From an optimization exercise on the open Yosys and OpenROAD flow, aimed at small area; shortcuts taken in it are not production practice.
At most, simulation tests tie the RTL to the original design; equivalence was not proved.
The clock input has no modelled driver; a real chip could not lean on it and would need a root buffer or a full tree.
Power figures rest on the tool's default switching activity, not on a simulated workload.

## job 3034
==> flow/design.v <==
module ds1302_all_time_rw #(
    parameter sys_clk_freq = 50_000_000,
    parameter ds1302_clk_speed = 200_000
)
(
    input wire sclk,
    input wire nrst,
    input wire set_trig,
    input wire get_trig,
    input wire[63:0] bcd_time_set,
    output reg[63:0] bcd_time_get,
    output wire ds1302_ce,
    output wire ds1302_sclk,
    output wire ds1302_io_out,
    output wire ds1302_io_oe,
    input wire ds1302_io_in
);
reg [5:0] pre;
wire stp = (pre == 6'b100000);
always @(posedge sclk or negedge nrst) begin
    if (!nrst) pre <= 6'b000001;
    else pre <= {pre[4:0], ~(pre[5] ^ pre[4]) ^ stp};
end
reg [4:0] ux;
reg [1:0] gx;
wire [4:0] u = ux ^ 5'd17;
wire [1:0] g = gx ^ 2'b01;
reg [3:0] q;
reg get;
wire in_xfer = !u[4] || u[3];
wire idle    = u[4] && !u[3] && u[0] && !g[1] && g[0];
wire wait_st = u[4] && !u[3] && !u[0] && g[1] && !g[0];
wire post    = u[4] && !u[3] && (u[0] ? (g == 2'b00) : !(g[1] && !g[0]));
wire accept  = idle && (set_trig ^ get_trig);
wire start   = wait_st && stp;
wire last65  = stp && u == 5'd15 && g == 2'b10 && q == 4'd0;
always @(posedge sclk or negedge nrst) begin
    if (!nrst) begin
        ux <= 5'd0;
        gx <= 2'b00;
    end
    else if (accept) begin
        ux <= 5'd16 ^ 5'd17;
        gx <= 2'b01 ^ 2'b01;
    end
    else if (last65) begin
        ux <= 5'd17 ^ 5'd17;
        gx <= 2'b00 ^ 2'b01;
    end
    else if (post || (in_xfer && stp)) begin
        gx <= {g[0], ~g[1]} ^ 2'b01;
        if (g[1] && !g[0]) ux <= (u + 1'b1) ^ 5'd17;
    end
    else if (start) begin
        ux <= 5'd31 ^ 5'd17;
    end
end
always @(posedge sclk) begin
    if (accept) q <= 4'd9;
    else if (start) q <= q - 1'b1;
end
always @(posedge sclk)
    if (idle) get <= get_trig;
wire [2:0] r = q[3] ? 3'd7 : q[2:0];
wire [7:0] cmd = {1'b1, 3'b000, r, get};
wire [7:0] dat = bcd_time_set[{r, 3'b000} +: 8];
assign ds1302_ce     = in_xfer;
assign ds1302_sclk   = !u[4] && g[0] && !(get && u[3:0] == 4'b1111);
assign ds1302_io_oe  = !(get && !u[4] && (u[3] || (u[2:0] == 3'b111 && g == 2'b10)));
assign ds1302_io_out = !u[4] && (u[3] ? dat[u[2:0]] : cmd[u[2:0]]);
wire shift = get && stp && !u[4] && g == 2'b10 &&
             (u[3] ? (u[2:0] != 3'b111) : (u[2:0] == 3'b111));
wire [63:0] shifted;
genvar k;
generate
    for (k = 0; k < 8; k = k + 1) begin : g_byte
        assign shifted[8*k+6 -: 7] = bcd_time_get[8*k+7 -: 7];
        if (k == 0) begin : g_in
            assign shifted[7] = ds1302_io_in;
        end else begin : g_link
            assign shifted[8*k+7] = bcd_time_get[8*k-8];
        end
    end
endgenerate
always @(posedge sclk or negedge nrst) begin
    if (!nrst) bcd_time_get <= 64'd0;
    else if (shift) bcd_time_get <= shifted;
end
endmodule
==> flow/config.mk <==
export PLATFORM = sky130hd
export DESIGN_NAME = ds1302_all_time_rw
export DESIGN_NICKNAME = ds1302_all_time_rw
export VERILOG_FILES = /design/flow/design.v
export SDC_FILE = /design/flow/constraint.sdc
export NUM_CORES = 4
export LEC_CHECK = 0
export CAP_MARGIN = 20
export CORE_MARGIN = 2
export CORE_UTILIZATION = 60
export SLEW_MARGIN = 20
export BUFFER_PORTS_ARGS = -buffer_cell sky130_fd_sc_hd__buf_1
export CTS_ARGS = -sink_clustering_enable -repair_clock_nets -dont_use_dummy_load -buf_list sky130_fd_sc_hd__clkbuf_8
export POST_CTS_TCL = /design/flow/flow/clock.tcl
==> flow/constraint.sdc <==
create_clock -name core_clock -period 10.0 [get_ports {sclk}]
set_input_delay 2.0000 -clock core_clock [delete_from_list [all_inputs] [get_ports {sclk}]]
set_output_delay 2.0000 -clock core_clock [all_outputs]
set_load 0.01 [all_outputs]
standard.sh (not shown) runs the stock make flow with config.mk's settings and CLKGATE_MAP_FILE= SYNTH_SCRIPT=/design/flow/synth_recipe.tcl, a recipe that flattens the netlist after the stock synthesis.
==> flow/flow/run.sh <==
#!/bin/bash
# Standard ORFS layout with these changes:
#  - synthesis maps the logic with ABC's area-oriented mapper, keeping the
#    smallest of a few ABC scripts (flow/synth.tcl, flow/abc/);
#  - every input and output port gets the smallest buffer;
#  - CTS inserts no dummy loads, and after CTS the clock tree is rebuilt as one
#    root buffer driving four leaf buffers, each driving the flip-flops of one
#    quarter of the die (flow/clock.tcl).
set -euo pipefail
cd "$(dirname "$0")/.."
W=$PWD
cat >> config.mk <<EOC
export BUFFER_PORTS_ARGS = -buffer_cell sky130_fd_sc_hd__buf_1
export CTS_ARGS = -sink_clustering_enable -repair_clock_nets -dont_use_dummy_load -buf_list sky130_fd_sc_hd__clkbuf_8
export POST_CTS_TCL = $W/flow/clock.tcl
EOC
export CLOCK_ROOT_BUF=sky130_fd_sc_hd__clkbuf_2
export CLOCK_LEAF_BUF=sky130_fd_sc_hd__buf_12
export CLOCK_LEAVES=4
export CLOCK_PORT=sclk
export AREA_ABC_DIR=$W/flow/abc
export FLOW_SYNTH_TCL=$W/synth_recipe.tcl
sed "s|SYNTH_SCRIPT=[^ ]*|SYNTH_SCRIPT=$W/flow/synth.tcl|" standard.sh > own_standard.sh
grep -q "SYNTH_SCRIPT=$W/flow/synth.tcl" own_standard.sh
bash own_standard.sh > own_standard.log 2>&1
Other scripts of this flow, unchanged in this note and not shown: flow/flow/abc/amap.abc, flow/flow/abc/amap_long.abc, flow/flow/abc/amap_mux.abc, flow/flow/abc/amap_twice.abc, flow/flow/abc/resyn_amap.abc, flow/flow/abc/synch_amap.abc, flow/flow/clock.tcl, flow/flow/synth.tcl
What job 3037 does differently from job 3034 at the input level:
diff --git a/flow/design.v b/flow/design.v
--- a/flow/design.v
+++ b/flow/design.v
@@ -22,41 +22,33 @@
     else pre <= {pre[4:0], ~(pre[5] ^ pre[4]) ^ stp};
 end
-reg [4:0] ux;
-reg [1:0] gx;
-wire [4:0] u = ux ^ 5'd17;
-wire [1:0] g = gx ^ 2'b01;
+reg [4:0] u;
+reg [1:0] g;
 reg [3:0] q;
 reg get;
-wire in_xfer = !u[4] || u[3];
-wire idle    = u[4] && !u[3] && u[0] && !g[1] && g[0];
-wire wait_st = u[4] && !u[3] && !u[0] && g[1] && !g[0];
-wire post    = u[4] && !u[3] && (u[0] ? (g == 2'b00) : !(g[1] && !g[0]));
+wire in_xfer = !u[4] || u[0];
+wire wait_st = u[4] && !u[0] && g[1] && !g[0];
+wire post    = u[4] && !u[0] && !(g[1] && !g[0]);
+wire idle    = (q == 4'd0) && u[4] && !u[0] && (g[1] || g[0]);
 wire accept  = idle && (set_trig ^ get_trig);
-wire start   = wait_st && stp;
-wire last65  = stp && u == 5'd15 && g == 2'b10 && q == 4'd0;
+wire start   = wait_st && stp && (q != 4'd0);
 always @(posedge sclk or negedge nrst) begin
     if (!nrst) begin
-        ux <= 5'd0;
-        gx <= 2'b00;
+        u <= 5'd16;
+        g <= 2'b10;
+        q <= 4'd0;
     end
     else if (accept) begin
-        ux <= 5'd16 ^ 5'd17;
-        gx <= 2'b01 ^ 2'b01;
-    end
-    else if (last65) begin
-        ux <= 5'd17 ^ 5'd17;
-        gx <= 2'b00 ^ 2'b01;
+        u <= 5'd16;
+        g <= 2'b01;
+        q <= 4'd9;
     end
     else if (post || (in_xfer && stp)) begin
-        gx <= {g[0], ~g[1]} ^ 2'b01;
-        if (g[1] && !g[0]) ux <= (u + 1'b1) ^ 5'd17;
+        g <= {g[0], ~g[1]};
+        if (g[1] && !g[0]) u <= u + 1'b1;
     end
     else if (start) begin
-        ux <= 5'd31 ^ 5'd17;
+        u <= 5'd31;
+        q <= q - 1'b1;
     end
-end
-always @(posedge sclk) begin
-    if (accept) q <= 4'd9;
-    else if (start) q <= q - 1'b1;
 end
 always @(posedge sclk)
- Compared to job 3034, job 3037 has number of multi-input combinational cells in the layout about 2.6% higher.
- The run showing the smaller count of vias placed by the detailed router is job 3034.
- Total power: job 3037 above job 3034
- Job 3037 vs job 3034: count of mapped cells out of synthesis up by a few percent
- Job 3037 vs. job 3034: detailed-route wire length has increased; met3 track demand over resource in global routing lost 0.79 points; floorplan die area stayed essentially flat.
- Against job 3034, post-layout minimum cycle time in job 3037 came out better.
- Job 3037 gives more maximum operating frequency than job 3034 did.
- Diff job 3034..job 3037 | total number of cells along the worst setup path | unchanged
- Job 3037: relative slew slack 2.1 points below job 3034
- Between job 3037 and job 3034, the area added between synthesis and finish is higher for job 3034.
- [compare] base=job 3034 new=job 3037: worst voltage drop across the vdd grid has decreased, share of the core filled with cells in the final layout held.
Only the layout flow was run in job 3034; the RTL was not checked for function there. No run of this note takes its clock network from TritonCTS; it comes from the design's own scripts or RTL.

Another version of the RTL of ds1302_all_time_rw (not shown whole).
Size in the first run: about 280 cells after synthesis, ~82 flip-flops, about 140 I/O pins, ~3500 um2 of cells after synthesis.
==> module ds1302_all_time_rw, before the edit <==
module ds1302_all_time_rw #(
    parameter sys_clk_freq = 50_000_000,
    parameter ds1302_clk_speed = 200_000
)
(
    input wire sclk,
    input wire nrst,
    input wire set_trig,
    input wire get_trig,
    input wire[63:0] bcd_time_set,
    output reg[63:0] bcd_time_get,
    output wire ds1302_ce,
    output wire ds1302_sclk,
    output wire ds1302_io_out,
    output wire ds1302_io_oe,
    input wire ds1302_io_in
);
reg [5:0] pre;
wire stp = (pre == 6'b100000);
always @(posedge sclk or negedge nrst) begin
    if (!nrst) pre <= 6'b000001;
    else pre <= {pre[4:0], ~(pre[5] ^ pre[4]) ^ stp};
end
reg [4:0] ux;
reg [1:0] gx;
wire [4:0] u = ux ^ 5'b10000;
wire [1:0] g = gx ^ 2'b10;
reg [3:0] q;
reg get;
wire in_xfer = !u[4] || u[0];
wire wait_st = u[4] && !u[0] && g[1] && !g[0];
wire post    = u[4] && !u[0] && !(g[1] && !g[0]);
wire idle    = (q == 4'd0) && u[4] && !u[0] && (g[1] || g[0]);
wire accept  = idle && (set_trig ^ get_trig);
wire start   = wait_st && stp && (q != 4'd0);
always @(posedge sclk or negedge nrst) begin
    if (!nrst) begin
        ux <= 5'd0;
        gx <= 2'b00;
        q <= 4'd0;
    end
    else if (accept) begin
        ux <= 5'd0;
        gx <= 2'b11;
        q <= 4'd9;
    end
    else if (post || (in_xfer && stp)) begin
        gx <= {g[0], ~g[1]} ^ 2'b10;
        if (g[1] && !g[0]) ux <= (u + 1'b1) ^ 5'b10000;
    end
    else if (start) begin
        ux <= 5'd15;
        q <= q - 1'b1;
    end
end
always @(posedge sclk)
    if (idle) get <= get_trig;
wire [2:0] r = q[3] ? 3'd7 : q[2:0];
wire [7:0] cmd = {1'b1, 3'b000, r, get};
wire [7:0] dat = bcd_time_set[{r, 3'b000} +: 8];
assign ds1302_ce     = in_xfer;
assign ds1302_sclk   = !u[4] && g[0] && !(get && u[3:0] == 4'b1111);
assign ds1302_io_oe  = !(get && !u[4] && (u[3] || (u[2:0] == 3'b111 && g == 2'b10)));
assign ds1302_io_out = !u[4] && (u[3] ? dat[u[2:0]] : cmd[u[2:0]]);
wire shift = get && stp && !u[4] && g == 2'b10 &&
             (u[3] ? (u[2:0] != 3'b111) : (u[2:0] == 3'b111));
wire [63:0] shifted;
genvar k;
generate
    for (k = 0; k < 8; k = k + 1) begin : g_byte
        assign shifted[8*k+6 -: 7] = bcd_time_get[8*k+7 -: 7];
        if (k == 0) begin : g_in
            assign shifted[7] = ds1302_io_in;
        end else begin : g_link
            assign shifted[8*k+7] = bcd_time_get[8*k-8];
        end
    end
endgenerate
always @(posedge sclk or negedge nrst) begin
    if (!nrst) bcd_time_get <= 64'd0;
    else if (shift) bcd_time_get <= shifted;
end
endmodule
Settings: LEC_CHECK=0, CAP_MARGIN=20, CORE_MARGIN=2, CORE_UTILIZATION=60, SLEW_MARGIN=20, BUFFER_PORTS_ARGS=-buffer_cell sky130_fd_sc_hd__buf_1, CTS_ARGS=-sink_clustering_enable -repair_clock_nets -dont_use_dummy_load -buf_list sky130_fd_sc_hd__clkbuf_8, POST_CTS_TCL=/design/flow/flow/clock.tcl; clock period 10.0 ns.
Scripts as last shown in full above: flow/flow/run.sh
Other scripts of this flow, unchanged in this note and not shown: flow/flow/abc/amap.abc, flow/flow/abc/amap_long.abc, flow/flow/abc/amap_mux.abc, flow/flow/abc/amap_twice.abc, flow/flow/abc/resyn_amap.abc, flow/flow/abc/synch_amap.abc, flow/flow/clock.tcl, flow/flow/synth.tcl
Then changed:
--- a/flow/design.v
+++ b/flow/design.v
@@ -70,6 +70,6 @@
     for (k = 0; k < 8; k = k + 1) begin : g_byte
         assign shifted[8*k+6 -: 7] = bcd_time_get[8*k+7 -: 7];
-        if (k == 0) begin : g_in
-            assign shifted[7] = ds1302_io_in;
+        if (k == 0 || k == 4) begin : g_in
+            assign shifted[8*k+7] = ds1302_io_in;
         end else begin : g_link
             assign shifted[8*k+7] = bcd_time_get[8*k-8];
@@ -78,6 +78,10 @@
 endgenerate
 always @(posedge sclk or negedge nrst) begin
-    if (!nrst) bcd_time_get <= 64'd0;
-    else if (shift) bcd_time_get <= shifted;
+    if (!nrst) bcd_time_get[63:32] <= 32'd0;
+    else if (shift && r[2]) bcd_time_get[63:32] <= shifted[63:32];
+end
+always @(posedge sclk or negedge nrst) begin
+    if (!nrst) bcd_time_get[31:0] <= 32'd0;
+    else if (shift && !r[2]) bcd_time_get[31:0] <= shifted[31:0];
 end
 endmodule
Result: The changed run ran to the end with no violations; utilization went down by 0.56 points; die area is about the same; global-route usage went down by 1.6 points; via count grows slightly; fmax goes down by a few percent; routed wire length goes down slightly; clock skew barely changes; final cell count came out higher slightly; total power is about the same; critical path depth rose by 2.
No run of this note takes its clock network from TritonCTS; it comes from the design's own scripts or RTL.

-- re-timing with driven ports --
The flow's constraints put no driver on any port. The routed layouts listed below were extracted and timed again, unchanged, in two steps. Step 1 (the two cells are an assumption about what drives the block):
set clk [get_ports {sclk}]
set_driving_cell -lib_cell sky130_fd_sc_hd__clkbuf_16 $clk
set_driving_cell -lib_cell sky130_fd_sc_hd__buf_2 [delete_from_list [all_inputs] $clk]
Step 2 adds t to the input delays and takes it off the output delays; t is the mean of the earliest and latest rising clock arrival at the registers after step 1. Input paths then give back, and output paths get back, about the clock's delay inside the block. a / b / c = ideal ports / drivers / drivers and shift; a / b = the first two.
| run | t (ns) | setup slack, ns | clock arrival spread, ns |
|---|---|---|---|
| job 3034 | 0.483 | 4.484 / 4.455 / 4.455 | 0.007 / 0.008 |
| job 3037 | 0.469 | 4.623 / 4.598 / 4.598 | 0.011 / 0.011 |
| the first run of note 2 | 0.485 | 4.680 / 4.655 / 4.719 | 0.009 / 0.009 |
| the second run of note 2 | 0.502 | 4.561 / 4.534 / 4.557 | 0.009 / 0.009 |
After both steps every run listed still meets setup and hold. For job 3034, which loses most, drivers alone change the setup slack by -0.029 ns; drivers and shift together by -0.029 ns.
